Source: an optimization exercise on an open RTL-to-GDS flow (aim: small area). Production flows keep margins and buffers that such runs may drop.
The RTL was checked by simulation tests, not by an equivalence proof against the original design.
The flow treats the clock pin as an ideal source, which a real chip does not have.
Power and IR drop assume default switching activity.

==> 05-06: inputs <==
// axi_gpio_top
module axi_gpio_top(  
  input ACLK,
  input ARESETn,
  input        AWVALID,
  output       AWREADY,
  input [31:0] AWADDR,
  input [2 :0] AWPROT,
  input        WVALID,
  output       WREADY,
  input [31:0] WDATA,
  input [3 :0] WSTRB,  
  output       BVALID,
  input        BREADY,
  output[1 :0] BRESP,
  input        ARVALID,
  output       ARREADY,
  input [31:0] ARADDR,
  input [2 :0] ARPROT,
  output       RVALID,
  input        RREADY,
  output[31:0] RDATA,
  output[1 :0] RRESP,
  output [7:0] led,      
  input  [7:0] switch,   
  input  [4:0] button,    
  output interrupt
);
export LEC_CHECK = 0
export ABC_AREA = 1
export CAP_MARGIN = 20
export CORE_MARGIN = 2
export CORE_UTILIZATION = 40
export CTS_CLUSTER_DIAMETER = 100
export CTS_CLUSTER_SIZE = 30
export SLEW_MARGIN = 20
create_clock -name core_clock -period 10.0 [get_ports {ACLK}]
standard.sh (not shown) runs the stock make flow with config.mk's settings and CLKGATE_MAP_FILE= SYNTH_SCRIPT=/design/flow/synth_recipe.tcl, a recipe that flattens the netlist after the stock synthesis.
==> flow/flow/run.sh <==
#!/bin/bash
# Own layout flow: the standard flow (standard.sh), with these changes:
#  - synthesis maps the logic with an area-oriented ABC script (abc_area.script
#    here) instead of ORFS's; everything else in the synthesis is unchanged,
#    so the registers are the standard synthesis's;
#  - no half/full adder extraction before mapping;
#  - port buffering uses sky130_fd_sc_hd__buf_1 cells;
#  - CTS without dummy loads;
#  - after CTS, cells off the critical paths are sized down (post_cts.tcl).
# Each tool's full output stays in orfs/logs/; make's output goes to make.log.
set -euo pipefail
W=$(pwd)
cat > "$W/own_synth.tcl" <<EOT
proc abc {args} {
  set i [lsearch -exact \$args -script]
  if {\$i >= 0} { lset args [expr {\$i + 1}] {$W/flow/abc_area.script} }
  yosys abc {*}\$args
}
# ORFS's half/full adder extraction only hurts the area here
proc extract_fa {args} {}
source {$W/synth_recipe.tcl}
EOT
EXTRA="'BUFFER_PORTS_ARGS=-buffer_cell sky130_fd_sc_hd__buf_1'"
EXTRA+=" 'CTS_ARGS=-sink_clustering_enable -repair_clock_nets -root_buf sky130_fd_sc_hd__clkbuf_16 -tree_buf sky130_fd_sc_hd__clkbuf_16 -buf_list sky130_fd_sc_hd__clkbuf_8 -sink_clustering_size 20 -sink_clustering_max_diameter 60 -dont_use_dummy_load'"
EXTRA+=" 'POST_CTS_TCL=$W/flow/post_cts.tcl'"
sed -e "s#SYNTH_SCRIPT=[^ ']*#SYNTH_SCRIPT=$W/own_synth.tcl#" \
    -e "s#CLKGATE_MAP_FILE= #CLKGATE_MAP_FILE= $EXTRA #" \
    standard.sh > own_standard.sh
grep -q own_synth.tcl own_standard.sh
grep -q POST_CTS_TCL own_standard.sh
bash own_standard.sh > make.log 2>&1
==> flow/flow/abc_area.script <==
strash
dch
amap
strash
&get -n
&dch
&nf -a -R 1000
&put
==> flow/flow/post_cts.tcl <==
# size down cells on paths with slack to spare, then re-legalise
log_cmd repair_timing -recover_power 100 -setup_margin 0 -hold_margin 0 -verbose
detailed_placement
check_placement -verbose
==> inputs of 04-12, as changes to 05-06 <==
--- a/flow/design.v
+++ b/flow/design.v
@@ -21,49 +21,52 @@
 endmodule  
 `timescale 1ns/1ps
 module debouncer(
   input        clk,
   input        res_n,
+  input        up,        
   input        dis,       
   input  [4:0] tgt,       
   input        tgt_ok,    
   input        data_in,   
   output       data_out   
 );
   reg [12:0] lo;
   reg [4:0]  hi;
   reg        fil;
   wire d     = data_in ^ fil;
-  wire hold  = dis;
   wire adv   = ~dis & d;                            
+  wire hold  = dis;                                 
+  wire step  = adv & up;
   wire lz    = ~|lo[11:0];
   wire wrap  = lo[12] & lz;                         
   wire lfb   = lo[12] ^ lo[3] ^ lo[2] ^ lo[0] ^ lz;
   wire hz    = ~|hi[3:0];
   wire hfb   = hi[4] ^ hi[2] ^ hz;
-  wire hadv  = adv & wrap;
-  wire hhold = hold | (adv & ~wrap);
+  wire hadv  = step & wrap;
+  wire hhold = hold | (step & ~wrap);
   wire match = tgt_ok & (hi == tgt);
-  wire [12:0] lo_n = ({13{hold}} & lo) | ({13{adv}} & {lo[11:0], lfb});
+  wire [12:0] lo_n = ({13{hold}} & lo) | ({12'h000, adv} & {12'h000, lfb | ~up})
+                   | ({13{step}} & {lo[11:0], 1'b0});
   wire [4:0]  hi_n = ({5{hhold}} & hi) | ({5{hadv}} & {hi[3:0], hfb});
+  always @(posedge clk) begin
+    lo  <= lo_n;
+    hi  <= hi_n;
+  end
   always @(posedge clk or negedge res_n) begin
-    if (~res_n) begin
-      lo  <= 13'h0;
-      hi  <= 5'h0;
+    if (~res_n)
       fil <= 1'b0;
-    end else begin
-      lo  <= lo_n;
-      hi  <= hi_n;
-      fil <= fil ^ (adv & match);
-    end
+    else
+      fil <= fil ^ (step & match);
   end
   assign data_out = dis ? data_in : fil;
 endmodule  
 `timescale 1ns/1ps
 module int_ctrl(
   input        clk,
   input        res_n,
+  input        up,              
   input  [7:0] switch,          
   input  [4:0] button,          
   output [7:0] int_switch_sts,  
   input  [7:0] int_switch_ena,  
   input  [7:0] int_switch_clr,  
@@ -84,19 +87,18 @@
   wire [4:0] bt_chg = button ^ bt_prev;
   wire [4:0] bt_hit = bt_chg & ((button & button_posedge) | (~button & button_negedge));
   wire [7:0] sw_nxt = int_switch_ena & ({8{invoke_int}} | sw_chg | (sw_sts & ~int_switch_clr));
   wire [4:0] bt_nxt = int_button_ena & ({5{invoke_int}} | bt_hit | (bt_sts & (bt_chg | ~int_button_clr)));
   always @(posedge clk or negedge res_n) begin
-    if (~res_n) begin
-      sw_sts <= 8'h00;
-      bt_sts <= 5'h00;
-      irq    <= 1'b0;
-    end else begin
-      sw_sts <= sw_nxt;
-      bt_sts <= bt_nxt;
-      irq    <= |{sw_sts, bt_sts};
-    end
+    if (~res_n)
+      irq <= 1'b0;
+    else
+      irq <= up & |{sw_sts, bt_sts};
+  end
+  always @(posedge clk) begin
+    sw_sts <= sw_nxt;
+    bt_sts <= bt_nxt;
   end
   always @(posedge clk) begin
     sw_prev <= switch;
     bt_prev <= button;
   end
@@ -163,10 +165,13 @@
   wire [3:0] wa = AWADDR[5:2];
   wire [3:0] ra = ARADDR[5:2];
   wire s0 = WSTRB[0];
   wire s1 = WSTRB[1];
   wire w0 = s0 & WDATA[0];
+  wire [12:0] wmask = {{5{s1}} & WDATA[12:8], {8{s0}} & WDATA[7:0]};
+  wire [12:0] ena_set = {13{aw & (wa == 4'd3)}} & wmask | {13{aw & (wa == 4'd6) & w0}};
+  wire [12:0] ena_clr = {13{aw & (wa == 4'd4)}} & wmask | {13{aw & (wa == 4'd7) & w0}};
   always @(posedge ACLK or negedge ARESETn) begin
     if (~ARESETn) begin
       ar         <= 1'b0;
       rv         <= 1'b0;
       aw         <= 1'b0;
@@ -182,60 +187,42 @@
     end else begin
       ar <= (~ar & ~rv) | (ar & ~ARVALID);
       rv <= (ar & ARVALID) | (rv & ~RREADY);
       aw <= ~aw & ~bv & AWVALID & WVALID;
       bv <= aw | (bv & ~BREADY);
+      sw_ena <= (sw_ena & ~ena_clr[7:0]) | ena_set[7:0];
+      bt_ena <= (bt_ena & ~ena_clr[12:8]) | ena_set[12:8];
       if (aw) begin
         case (wa)
           4'd0: if (s0) led_s <= WDATA[7:0];
-          4'd3: begin
-            if (s0) sw_ena <= sw_ena | WDATA[7:0];
-            if (s1) bt_ena <= bt_ena | WDATA[12:8];
-          end
-          4'd4: begin
-            if (s0) sw_ena <= sw_ena & ~WDATA[7:0];
-            if (s1) bt_ena <= bt_ena & ~WDATA[12:8];
-          end
           4'd5: begin
             if (s0) bt_pos <= WDATA[4:0];
             if (s1) bt_neg <= WDATA[12:8];
           end
           4'd6: if (w0) begin
-            sw_ena <= 8'hff;
-            bt_ena <= 5'h1f;
             bt_pos <= 5'h1f;
             bt_neg <= 5'h1f;
           end
-          4'd7: if (w0) begin
-            sw_ena <= 8'h00;
-            bt_ena <= 5'h00;
-          end
           4'd8: begin
             if (s0) deb_sw_dis <= ~WDATA[7:0];
             if (s1) deb_bt_dis <= ~WDATA[12:8];
           end
           4'd9: if (s0) deb_t <= WDATA[4:0];
           default: ;
         endcase
       end
     end
   end
-  reg [12:0] rmux;
-  always @(*) begin
-    case (ra)
-      4'd0:    rmux = {5'h00, led_s};
-      4'd1:    rmux = {button, switch};
-      4'd2:    rmux = {int_button_sts, int_switch_sts};
-      4'd3:    rmux = {bt_ena, sw_ena};
-      4'd4:    rmux = {bt_ena, sw_ena};
-      4'd5:    rmux = {bt_neg, 3'b000, bt_pos};
-      4'd8:    rmux = ~{deb_bt_dis, deb_sw_dis};
-      4'd9:    rmux = {8'h00, deb_t};
-      4'd10:   rmux = ID[12:0];
-      default: rmux = 13'h0000;
-    endcase
-  end
+  wire [12:0] rmux =
+      ({13{ra == 4'd0}}  & {5'h00, led_s})
+    | ({13{ra == 4'd1}}  & {button, switch})
+    | ({13{ra == 4'd2}}  & {int_button_sts, int_switch_sts})
+    | ({13{ra == 4'd3 || ra == 4'd4}} & {bt_ena, sw_ena})
+    | ({13{ra == 4'd5}}  & {bt_neg, 3'b000, bt_pos})
+    | ({13{ra == 4'd8}}  & ~{deb_bt_dis, deb_sw_dis})
+    | ({13{ra == 4'd9}}  & {8'h00, deb_t})
+    | ({13{ra == 4'd10}} & ID[12:0]);
   always @(posedge ACLK) begin
     sw_clr <= {8{aw & (wa == 4'd2) & s0}} & WDATA[7:0];
     bt_clr <= {5{aw & (wa == 4'd2) & s1}} & WDATA[12:8];
     inv    <= aw & (wa == 4'd11) & w0;
     bdec   <= (aw & wa[3] & wa[2]) | (bv & bdec);
@@ -343,10 +330,14 @@
       5'd30: deb_tgt = 5'd16;
       default: deb_tgt = 5'd0;
     endcase
   end
   wire       deb_tgt_ok = ~&deb_time;
+  reg up_s;
+  always @(posedge ACLK or negedge ARESETn)
+    if (~ARESETn) up_s <= 1'b0;
+    else          up_s <= 1'b1;
   synchro#(8) 
   synchro_switch(  
     .clk     (ACLK),
     .resetn  (ARESETn),
     .data_in (switch),
@@ -363,10 +354,11 @@
  generate
     for (i=0; i<=7; i=i+1) begin : switch_debouncers 
     debouncer i_debouncer(  
      .clk(ACLK), 
      .res_n(ARESETn),
+     .up(up_s),
      .dis(deb_switch_dis[i]),
      .tgt(deb_tgt),
      .tgt_ok(deb_tgt_ok),
      .data_in(switch_synch[i]), 
      .data_out(switch_deb[i])      
@@ -377,10 +369,11 @@
  generate
     for (j=0; j<=4; j=j+1) begin : buttton_debouncers
     debouncer j_debouncer(  
      .clk(ACLK), 
      .res_n(ARESETn),
+     .up(up_s),
      .dis(deb_button_dis[j]),
      .tgt(deb_tgt),
      .tgt_ok(deb_tgt_ok),
      .data_in(button_synch[j]), 
      .data_out(button_deb[j])      
@@ -388,10 +381,11 @@
  end 
  endgenerate
  int_ctrl i_int_ctrl(  
    .clk(ACLK),
    .res_n(ARESETn),
+   .up(up_s),
    .switch(switch_deb),          
    .button(button_deb),          
    .int_switch_sts(int_switch_sts),
    .int_switch_ena(int_switch_ena), 
    .int_switch_clr(int_switch_clr),
==> flow/flow/run.sh (replaced) <==
#!/bin/bash
# Own layout flow: the standard flow (standard.sh), with these changes:
#  - synthesis maps the logic with an area-oriented ABC script (abc_area.script
#    here) instead of ORFS's, and skips ORFS's half/full adder extraction;
#    everything else in the synthesis is unchanged, so the registers are the
#    standard synthesis's;
#  - port buffering uses sky130_fd_sc_hd__buf_1 cells;
#  - CTS clusters at most 18 flip-flops per sky130_fd_sc_hd__clkbuf_8, with no
#    dummy loads;
#  - after CTS, cells off the critical paths are sized down, and clock
#    buffers whose flip-flops see a slow clock edge are sized up (post_cts.tcl).
# Each tool's full output stays in orfs/logs/; make's output goes to make.log.
set -euo pipefail
W=$(pwd)
cat > "$W/own_synth.tcl" <<EOT
proc abc {args} {
  set i [lsearch -exact \$args -script]
  if {\$i >= 0} { lset args [expr {\$i + 1}] {$W/flow/abc_area.script} }
  yosys abc {*}\$args
}
# ORFS's half/full adder extraction only hurts the area here
proc extract_fa {args} {}
source {$W/synth_recipe.tcl}
EOT
EXTRA="'BUFFER_PORTS_ARGS=-buffer_cell sky130_fd_sc_hd__buf_1'"
EXTRA+=" 'CTS_ARGS=-sink_clustering_enable -repair_clock_nets -buf_list sky130_fd_sc_hd__clkbuf_8 -sink_clustering_size 18 -sink_clustering_max_diameter 70 -dont_use_dummy_load'"
EXTRA+=" 'POST_CTS_TCL=$W/flow/post_cts.tcl'"
sed -e "s#SYNTH_SCRIPT=[^ ']*#SYNTH_SCRIPT=$W/own_synth.tcl#" \
    -e "s#CLKGATE_MAP_FILE= #CLKGATE_MAP_FILE= $EXTRA #" \
    standard.sh > own_standard.sh
grep -q own_synth.tcl own_standard.sh
grep -q POST_CTS_TCL own_standard.sh
bash own_standard.sh > make.log 2>&1
==> flow/flow/abc_area.script (replaced) <==
strash
dch
amap
strash
&get -n
&dch
&nf -a -R 1000
&put
strash
dch
amap
strash
&get -n
&dch
&nf -a -R 1000
&put
==> flow/flow/post_cts.tcl (replaced) <==
# size down cells on paths with slack to spare, then re-legalise
log_cmd repair_timing -recover_power 100 -setup_margin 0 -hold_margin 0 -verbose

estimate_parasitics -placement
set slow_drivers {}
foreach pin [get_pins -of_objects [all_registers -edge_triggered] -filter "is_clock==1"] {
  set s 0.0
  foreach prop {slew_max_rise slew_max_fall} {
    set v [get_property $pin $prop]
    if {[string is double -strict $v] && $v > $s} { set s $v }
  }
  if {$s > 0.110} {
    foreach drv [get_pins -of_objects [get_nets -of_objects $pin] -filter "direction==output"] {
      lappend slow_drivers [get_full_name [get_cells -of_objects $drv]]
    }
  }
}
foreach inst [lsort -unique $slow_drivers] {
  set cell [get_property [get_cells $inst] ref_name]
  set bigger [string map {clkbuf_4 clkbuf_8 clkbuf_8 clkbuf_16} $cell]
  if {$bigger ne $cell} {
    puts "upsizing clock buffer $inst: $cell -> $bigger"
    replace_cell [get_cells $inst] [get_lib_cells $bigger]
  }
}
detailed_placement
check_placement -verbose
==> flow/config.mk (replaced) <==
export PLATFORM = sky130hd
export DESIGN_NAME = axi_gpio_top
export DESIGN_NICKNAME = axi_gpio_top
export VERILOG_FILES = /design/flow/design.v
export SDC_FILE = /design/flow/constraint.sdc
export NUM_CORES = 4
export LEC_CHECK = 0
export ABC_AREA = 1
export CAP_MARGIN = 10
export CORE_MARGIN = 2
export CORE_UTILIZATION = 70
export SLEW_MARGIN = 10
==> comparison <==
Against 04-12, the first-iteration DRC count of 05-06 is lower by 16%.
In 05-06 the utilization is lower than in 04-12, by 32 points.
In 04-12 the worst setup slack is better than in 05-06, by 85 ps.
Non-clock buffer count: 05-06 is higher than 04-12 (3).
Against 04-12, the sequential share of layout area of 05-06 is higher by 2.4 points.
Maximum frequency: 04-12 is larger than 05-06 (2.2%).
Against 04-12, the cell count of 05-06 is larger by about 14%.
In 05-06 the clock power is higher than in 04-12, by 10%.

## what the ideal ports hide
How much do the figures lean on ideal ports? The routed layouts below were timed once more, with nothing changed but the port constraints.
Step 1: set_driving_cell puts a clkbuf_16 on ACLK and a buf_2 on each other input, an assumption about the parent block.
Step 2, shift: input delay + t, output delay - t, t = (earliest + latest rising clock arrival at the registers) / 2. This alone moves slack from input paths to output paths.
a / b / c = ideal / step 1 / step 2; a / b = the first two.
run	t, ns	setup slack, ns	worst hold slack (ns)
05-06	0.585	5.954 / 5.940 / 5.355	0.343 / 0.343 / 0.343
04-12	0.617	6.039 / 6.059 / 5.442	0.350 / 0.350 / 0.350
After both steps setup and hold are still met in every run listed. The setup slack of 05-06, which loses most, moves by -0.014 ns with the drivers and by -0.599 ns with both steps.
